From an optimization exercise on the open Yosys and OpenROAD flow, aimed at small area; shortcuts taken in it are not production practice. The RTL was checked by simulation tests, not by an equivalence proof against the original design. No activity file was given, so power comes from the tool's default toggle rates.

`flow/design.v`:
```
`timescale 10 ns / 1 ns
module alu(
	input  [32 - 1:0]  A,
	input  [32 - 1:0]  B,
	input  [              2:0]  ALUop,
	output                      Overflow,
	output                      CarryOut,
	output                      Zero,
	output [32 - 1:0]  Result
); 
	wire[32-1:0] ADD_ ={32{ALUop==3'b010}};
	wire[32-1:0] AND_ ={32{ALUop==3'b000}};
	wire[32-1:0] SUB_ ={32{ALUop==3'b110}};
	wire[32-1:0] SLT_ ={32{ALUop==3'b111}};
	wire[32-1:0] OR_ ={32{ALUop==3'b001}};
	wire[32-1:0] XOR_={32{ALUop==3'b100}};
	wire[32-1:0]NOR_={32{ALUop==3'b101}};
	wire[32-1:0]SLTU_={32{ALUop==3'b011}};
	wire cin,Cout;
	wire[31:0]a;
	wire[31:0]b;
	wire[32-1:0]sum;
	assign {Cout,sum}=a+b+cin;
	assign a=A;
	assign b=(ADD_&B)|(SUB_&~B)|(SLT_&~B)|(SLTU_&~B); 
	assign cin=	((ALUop==3'b110)&1)|
			((ALUop==3'b111)&1)|
			((ALUop==3'b011)&1);
	assign Result=	(AND_&(A&B))|
			(OR_&(A|B))|
			(ADD_&sum)|
			(SUB_&sum)|
			{32{ALUop==3'b111}}&{31'b0,(Overflow^sum[32-1])}|
			({32{(ALUop==3'b100)}}&((A&~B)|(~A&B)))|
			({32{(ALUop==3'b101)}}&~(A|B))| 
			({32{ALUop==3'b011}}&{31'b0,(~Cout)}); 
	assign CarryOut=(ALUop==3'b110)?(B?~Cout:0):Cout;
	assign Zero=(Result==32'b0)?1:0;
	assign Overflow=(ALUop==3'b010)?(A[31]==B[31]?((~sum[31]==A[31])?1:0):0):((A[31]==B[31])?0:((sum[31]==~A[31])?1:0));
endmodule
`timescale 10 ns / 1 ns
module shifter (
	input  [32 - 1:0] A,
	input  [              4:0] B,
	input  [              1:0] Shiftop,
	output [32 - 1:0] Result
);
	assign Result =	{(32){~Shiftop[1] & ~Shiftop[0]}} & (A<<B)
				  |	{(32){ Shiftop[1] & ~Shiftop[0]}} & (A>>B)	 
				  |	{(32){ Shiftop[1] &  Shiftop[0]}} & (		 
					(A>>B) | ~((~32'b0)>>B) & {(32){A[31]}}
				);
endmodule
`timescale 10 ns / 1 ns
module reg_file(
	input                       clk,
	input  [5 - 1:0]  waddr,
	input  [5 - 1:0]  raddr1,
	input  [5 - 1:0]  raddr2,
	input                       wen,
	input  [32 - 1:0]  wdata,
	output [32 - 1:0]  rdata1,
	output [32 - 1:0]  rdata2
);
	reg [32-1:0] rf[31:0];
	always @(posedge clk ) begin
		if(wen&&waddr!=0)
		rf[waddr]<=wdata;
	end
	assign rdata1=(raddr1==32'b0)?32'b0:rf[raddr1];
	assign rdata2=(raddr2==32'b0)?32'b0:rf[raddr2];
endmodule
`timescale 10ns / 1ns
module simple_cpu(
	input             clk,
	input             rst,
	output reg [31:0] PC,
	input  [31:0]     Instruction,
	output [31:0]     Address,
	output            MemWrite,
	output [31:0]     Write_data,
	output [ 3:0]     Write_strb,
	input  [31:0]     Read_data,
	output            MemRead
);
	wire			RF_wen;
	wire [4:0]		RF_waddr;
	wire [31:0]		RF_wdata;
	wire[5:0]opcode,func;
	wire[4:0]rs,rt,rd,shamt;
	wire[15:0]immediate;
	wire[25:0]target_addr;
	wire RegDst,ALUSrc,MemtoReg,Branch,RFtoALU; 
	assign {opcode,rs,rt,rd,shamt,func}=Instruction[31:0];
	assign immediate=Instruction[15:0];
	assign target_addr=Instruction[25:0];
	wire Rtype,REGIMM,Jtype,Itype_branch,Itype_calc,Itype_r,Itype_w,Itype;
	wire[31:0]SWL_data,SWR_data;
	wire[31:0]Load_WL,Load_WR;
	wire [7:0] Load_B;
	wire [15:0] Load_H;
	wire[31:0] Readdata1,Readdata2;
	reg_file SM_reg_file(
		.clk(clk),
		.waddr(RF_waddr),
		.raddr1(rs),
		.raddr2(rt),
		.rdata1(Readdata1),
		.rdata2(Readdata2),
		.wen(RF_wen),
		.wdata(RF_wdata)
	);
	wire[31:0] result,ALU_B;
	wire[2:0]ALUop;
	wire Zero;
	wire [31:0]Wdata_IR;
	alu SM_alu(
		.A(Readdata1),
		.B(ALU_B),
		.ALUop(ALUop),
		.Overflow(), 
		.CarryOut(),
		.Zero(Zero),
		.Result(result)
	);
	assign ALU_B=RFtoALU?Readdata2:(
		{32{Itype_r||Itype_w||opcode[5:1]==5'b00100||opcode[5:1]==5'b00101}}&{{16{Instruction[15]}},Instruction[15:0]}|
		{32{opcode[5:2]==4'b0011&&(~opcode[1]|~opcode[0])}}&{16'd0,Instruction[15:0]}|
		{32{opcode==6'b001111}}&({16'd0,Instruction[15:0]}<<16)
	);
	wire[31:0] Shifter_Result;
	wire[1:0]Shiftop;
	wire[4:0]Shifter_B;
	shifter SM_Shifter(
		.A(Readdata2),
		.B(Shifter_B),
		.Shiftop(Shiftop),
		.Result(Shifter_Result)
	);
	assign Rtype = (opcode == 6'b000000);
	assign REGIMM = (opcode == 6'b000001);
	assign Jtype = (opcode[5:1] == 5'b00001);
	assign Itype_branch = (opcode[5:2] == 4'b0001);
	assign Itype_calc = (opcode[5:3] == 3'b001);
	assign Itype_r = (opcode[5:3] == 3'b100);
	assign Itype_w = (opcode[5:3] == 3'b101);
	assign Itype=Itype_branch|Itype_calc|Itype_r|Itype_w;
	assign RF_waddr=Jtype?5'b11111:(({5{RegDst}}&rd)|{5{~{RegDst}}}&rt);
	assign RF_wdata=(
		{32{(Rtype&func[5])||(Itype_calc)}}&result|
		{32{(Rtype&&func[5:3]==3'b000)}}&Shifter_Result|
		{32{Rtype&&{func[5:3],func[1]}==4'b0010||Jtype}}&(PC+32'd8)|
		{32{Rtype&&{func[5:3],func[1]}==4'b0011}}&Readdata1|
		{32{Itype_r}}&Wdata_IR
	);
	wire[15:0]SignEX_lh;
	wire[23:0]SignEX_lb;
	assign SignEX_lh=(opcode[2]?16'b0:{16{Load_H[15]}});
	assign SignEX_lb=(opcode[2]?24'b0:{24{Load_B[7]}});
	assign Wdata_IR=(
		{32{opcode[1:0]==2'b00}}&{SignEX_lb,Load_B}|
		{32{opcode[1:0]==2'b01}}&{SignEX_lh,Load_H}|
		{32{opcode[1:0]==2'b10}}&(opcode[2]?Load_WR:Load_WL)|
		{32{opcode[1:0]==2'b11}}&Read_data
	);
	assign Load_B=Read_data[{result[1:0],3'd0}+:8];
	assign Load_H=Read_data[{result[1],4'd0}+:16];
	assign Load_WL=(
		{32{result[1:0]==2'b00}}&{Read_data[7:0],Readdata2[23:0]}|
		{32{result[1:0]==2'b01}}&{Read_data[15:0],Readdata2[15:0]}|
		{32{result[1:0]==2'b10}}&{Read_data[23:0],Readdata2[7:0]}|
		{32{result[1:0]==2'b11}}&Read_data
	);
	assign Load_WR=(
		{32{result[1:0]==2'b00}}&Read_data |
		{32{result[1:0]==2'b01}}&{Readdata2[31:24],Read_data[31:8]}|
		{32{result[1:0]==2'b10}}&{Readdata2[31:16],Read_data[31:16]}|
		{32{result[1:0]==2'b11}}&{Readdata2[31:8],Read_data[31:24]}
	);
	assign RF_wen=((Rtype&&func[5:0]!=6'b001000&&func[5:1]!=5'b00101)|(Rtype&&func[5:1] == 5'b00101&&(|Readdata2)==func[0]))|(Jtype&&(opcode[0]))|Itype_calc|Itype_r;
	assign Shiftop=func[1:0];
	assign Shifter_B=func[2]?Readdata1:Instruction[10:6];
	wire[31:0]PC4;
	assign PC4=PC+32'd4;
	always @(posedge clk) begin
		if(rst!=1'b0)begin
				PC<=32'b0;
		end
		else begin
			if(Rtype&&({func[3],func[1]}==2'b10))begin
				PC<=Readdata1;
			end
			else if((Zero^(REGIMM&~Instruction[16]|Itype_branch&(opcode[0]^(opcode[1]&|Readdata1))))&Branch)
				begin
					PC<=(PC+32'd4)+({{16{Instruction[15]}},Instruction[15:0]}<<2);
				end
			else if(Jtype)begin
					PC<={PC4[31:28],Instruction[25:0],2'b00};
			end
			else
				PC<=PC4;
		end
	end
	assign RegDst=Rtype;
	assign ALUSrc=Itype_branch|REGIMM;
	assign RFtoALU=(Rtype&&func[5]==1||Itype_branch);
	assign Branch = REGIMM | Itype_branch;
	assign MemtoReg=Itype_r;
	assign MemWrite=opcode[5]&opcode[3];
	assign MemRead=opcode[5]&(~opcode[3]);
	assign ALUop= (
		({3{Rtype}}&(
			{3{func[3:2]==2'b00}}&{func[1],2'b10}|
			{3{func[3:2]==2'b01}}&{func[1],1'b0,func[0]}|
			{3{func[3:2]==2'b10}}&{~func[0],2'b11}
		))|
		({3{Itype_calc}}&(
			{3{opcode[2:1]==2'b00}}&{opcode[1],2'b10}|
			{3{opcode[2]==1'b1&&opcode!=6'b001111}}&{opcode[1],1'b0,opcode[0]}|
			{3{opcode[2:1]==2'b01}}&{~opcode[0],2'b11}|
			{3{opcode==6'b001111}}&{3'b001}
		))|
		({3{Itype_r|Itype_w}}&3'b010)|
		({3{Itype_branch}}&(({3{opcode[2:1]==2'b11}}&3'b111)|({3{opcode[2:1]==2'b10}}&3'b110)))|
		({3{REGIMM}}&3'b111)
	);
	assign Address={result[31:2],2'b00};
	assign Write_data={32{opcode[1]==0}}&Readdata2<<{result[1:0],3'd0}|
			{32{opcode[1:0]==2'b11}}&Readdata2|
			{32{opcode[1:0]==2'b10}}&(opcode[2]?SWR_data:SWL_data);
	assign SWL_data=(
		{32{result[1:0]==2'b11}}&Readdata2|
		{32{result[1:0]==2'b00}}&{24'b0,Readdata2[31:24]}|
		{32{result[1:0]==2'b01}}&{16'b0,Readdata2[31:16]}|
		{32{result[1:0]==2'b10}}&{8'b0,Readdata2[31:8]}
	);
	assign SWR_data=(
		{32{result[1:0]==2'b00}}&Readdata2|
		{32{result[1:0]==2'b01}}&{Readdata2[23:0],8'b0}|
		{32{result[1:0]==2'b10}}&{Readdata2[15:0],16'b0}|
		{32{result[1:0]==2'b11}}&{Readdata2[7:0],24'b0}
	);
	assign Write_strb=(
		{4{opcode[1:0]==2'b00}}&(4'd1<<result[1:0])|
		{4{opcode[1:0]==2'b01}}&(4'd3<<result[1:0])|
		{4{opcode[1:0]==2'b11}}&4'd15|
		{4{opcode[1:0]==2'b10}}&(opcode[2]?(4'd15<<result[1:0]):~(4'd14<<result[1:0]))
	);
endmodule
```
`flow/run.sh`:
```
#!/bin/bash
# synth_recipe.tcl (not shown) runs the flow's synth.tcl, then flattens the netlist and writes it again
# the make line also repeats each setting of config.mk as NAME=value (left out here)
make -C /OpenROAD-flow-scripts/flow DESIGN_CONFIG=/design/flow/config.mk WORK_HOME=/design/flow/orfs CLKGATE_MAP_FILE= SYNTH_SCRIPT=/design/flow/synth_recipe.tcl finish
```
`flow/config.mk`:
```
export PLATFORM = sky130hd
export DESIGN_NAME = simple_cpu
export DESIGN_NICKNAME = simple_cpu
export VERILOG_FILES = /design/flow/design.v
export SDC_FILE = /design/flow/constraint.sdc
export NUM_CORES = 4
export LEC_CHECK = 0
export CAP_MARGIN = 20
export CORE_MARGIN = 2
export CORE_UTILIZATION = 40
export PLACE_DENSITY = 0.6
export SLEW_MARGIN = 20
```
`flow/constraint.sdc`:
```
create_clock -name core_clock -period 11.0 [get_ports {clk}]
set_input_delay 2.2000 -clock core_clock [delete_from_list [all_inputs] [get_ports {clk}]]
set_output_delay 2.2000 -clock core_clock [all_outputs]
set_load 0.01 [all_outputs]
```
==> run summary <==
outcome complete, no violations; PortBufs 165; critical path's top delay family compound AO/OA/AOI/OAI gates; final period utilization 98.9%; r2r startpoint SM_reg_file.rf[7][0]$_DFFE_PP_; cell area after layout 0.0771 mm^2; routed len/inst 35.7 um; Max VDD drop 0.141 mV; Starting Density 40.3%; max incr delay on CP 630 ps; Worst setup EP type output port; crit path DAT 8680 ps; total CTS buffers 110; setup total negative slack 0 ps; final setup margin 123 ps; Total Routing Usage GR 32.5%; CTS Hold Buffers Added 0; root buffer cell clkbuf_16; warnings from Yosys 2; TritonCTS Sinks 1056; Main synth FF type edfxtp_1; Clock transition at path regs 100 ps; DRC errors left 0; vias after detailed routing 52200; RSZ-0062 raised after global routing yes; row count 147; CTS tree yes; Crit path required time 8800 ps; multi-input logic area 0.0319 mm^2; Hold Path Class reg -> reg; H-tree depth 3; pin count of the biggest net entering global routing 79; Cells after Synth 4889; clk latency of the worst-skew pair 760 ps; Core Box Area 0.161 mm^2; number of global-route vias before repair 49600; most frequent cells in the layout 1024 x edfxtp_1, 594 x buf_4, 563 x mux4_2; Least-Margin Pin Slew 1280 ps; final WL 274000 um; DRT Pass-1 Iters 13; IO Pins 168; Die Wd 407 um; Die Area 0.165 mm^2; post-DP HPWL 186000 um; commonest non-fill, non-tap cell in the layout edfxtp_1; Max Slew Vio Count 0; Final setup viols 0; kind of critical path in -> out; Critical path origin Instruction[19]; Setup Skew 43.4 ps; Startpoint Class primary input; CP max-delay cell mux4_2; WP buf/inv 7; routability cong. 1.07; Hold Startpoint PC[1]$_SDFFE_PP0P_; Slew HR 14.0%; CP Max Fanout 14; number of synthesized flops with an enable pin 1024; FF+latch area 0.0314 mm^2; die height 407 um; Iteration-0 DRC Markers 8339; placed inst area 0.0732 mm^2; DP Worst Slack -168 ps; minimum clock period 10880 ps; Fin. Hold Viols 0; Mapped Area 0.0648 mm^2; P&R area growth vs syn 18.9%; FMAX 91.9 MHz; first-pass GRT wire length 380000 um; max_cap viols 0; nets@finish 5616; static leakage 27.5 nW; Max clock buf depth 3; #FFs+latches synth 1056; count of different cell masters after synthesis 97; power per cell area 144 mW/mm^2; sequential element share of the synthesized area 48.4%; ys async rst share 0%; antenna violations before repair 12; share of layout cells above drive strength 1 28.0%; syn_area_per_cell 13.3 um^2; post-route ant nets 0; Vias/cell 6.81; Overflow after GRT 0; Filler Cells Inserted 14100
==> metrics by stage <==
stage               hold WS [ps]  cells  power (W)  util (%)
floorplan                    504   4922    0.00614         -
global placement             481   7443    0.00743      45.5
detailed placement           492   7443    0.00743      45.5
CTS                          507   7642     0.0111      47.7
global route                 567   7662     0.0114      47.9
finish                       510   7667     0.0111      48.0
==> final timing paths <==
| kind | depth (start not counted) | to | slack (ps) |
|---|---|---|---|
| worst min-delay path | 2 | PC[1]$_SDFFE_PP0P_ | 510 |
| worst max register to register | 27 | SM_reg_file.rf[23][27]$_DFFE_PP_ | 2910 |
| worst max-delay path | 27 | Write_data[23] | 120 |
| worst min register to register | 2 | PC[1]$_SDFFE_PP0P_ | 510 |
==> flip-flops by register name, indices dropped and copies added, names as in the netlist <==
signal and flops:
SM_reg_file.rf 1024, PC 32
==> worst min-delay path: cells and delay by family (launching register included) <==
kind | cells | cell delay (ps)
and+or+nand+nor | 1 | 70
AOI/OAI and AO/OA | 1 | 60
DFF | 1 | 340
==> cell type report <==
cell class | instances | share of cell area, %
multi-input combinational | 3336 | 41.3
sequential | 1056 | 40.7
timing repair buffer | 817 | 9.46
clock buffer | 130 | 3.72
tap | 2160 | 3.51
clock inverter | 68 | 0.750
inverter | 95 | 0.476
antenna | 5 | 0.0162
==> cell families (layout without fill, tap and decap cells) <==
group	Yosys count	count (layout)	share of synthesized area (%)
AOI/OAI and AO/OA	1173	1173	12.6
xor gates and xnor gates	127	127	1.76
adders and majority gates	134	134	2.62
buffers and inverters	530	1110	3.50
DFF	1056	1056	48.4
muxes	786	786	23.4
other	1	39	0.00579
and+or+nand+nor	1082	1082	7.70
==> synth_stat cells, types with 15 or more instances <==
cell      count  area (um^2)
o22ai_1      68          425
o21ai_0     177          886
nor4_1       35          219
a211oi_1     60          450
nand4_1      35          219
o211ai_1     42          315
mux2_2       24          270
a31oi_1      42          263
and3_1       35          219
edfxtp_1   1024        30700
nand2_1     392         1470
clkbuf_1    278         1040
ha_1        131         1640
a21oi_1     224         1120
nand3_1      99          495
buf_2        59          295
a311oi_1     26          228
a22o_1       42          368
mux4_2      563        12700
xor2_1       33          289
nor2b_1      18          113
a221oi_1     63          552
o221ai_1     23          201
nand2b_1     22          138
o21a_1       16          120
nor3_1       95          475
xnor2_1      92          806
dfxtp_1      32          641
a22oi_1     143         1070
inv_1        91          342
mux2i_1     185         1850
a221o_1      15          150
nor2_1      267         1000
buf_1        66          248
a211o_1      21          184
a21o_1       52          390
or3_1        20          125
==> repair_timing <==
item,CTS,global route
cloned,0,2
pin swaps,2,5
setup buffers,1,18
gates resized for setup,7,45
setup endpoints to repair,34,35
==> layer usage <==
metal  track usage (%)  vias to the layer above  wire (um)
li1                  -                    21100          -
met4              14.6                       12      15300
met1              44.9                    26600     104000
met5                 0                        -         88
met2              49.0                     3795     120000
met3              7.40                      726      34000
==> power breakdown <==
part | internal (W) | switching, W | leakage, nW | total, W
Combinational | 0.00113 | 0.00184 | 16.0 | 0.00298
Sequential | 0.00449 | 0.0000264 | 9.76 | 0.00451
Clock | 0.00200 | 0.00164 | 1.69 | 0.00364

port drivers added, routing unchanged:
The results above use ideal ports. As a check the final layout listed here was re-extracted and re-timed, cells and wires unchanged.
Step 1, drivers: a clkbuf_16 drives clk and a buf_2 each remaining input, both assumed.
Step 2 also shifts input and output timing later by t, the mid clock arrival at the registers, as if the neighbouring blocks saw the same clock.
Three values: no drivers, after step 1, after step 2; two values: the first two.
shift t [ns]: 0.809
setup slack, ns: 0.123 / -0.040 / -0.040
worst setup path after step 2: input to output
worst data-port slew with drivers (ns): 0.27
Met with ideal ports but missed after step 2: setup timing in this run. For this run, drivers alone change the setup slack by -0.163 ns; drivers and shift together by -0.163 ns.
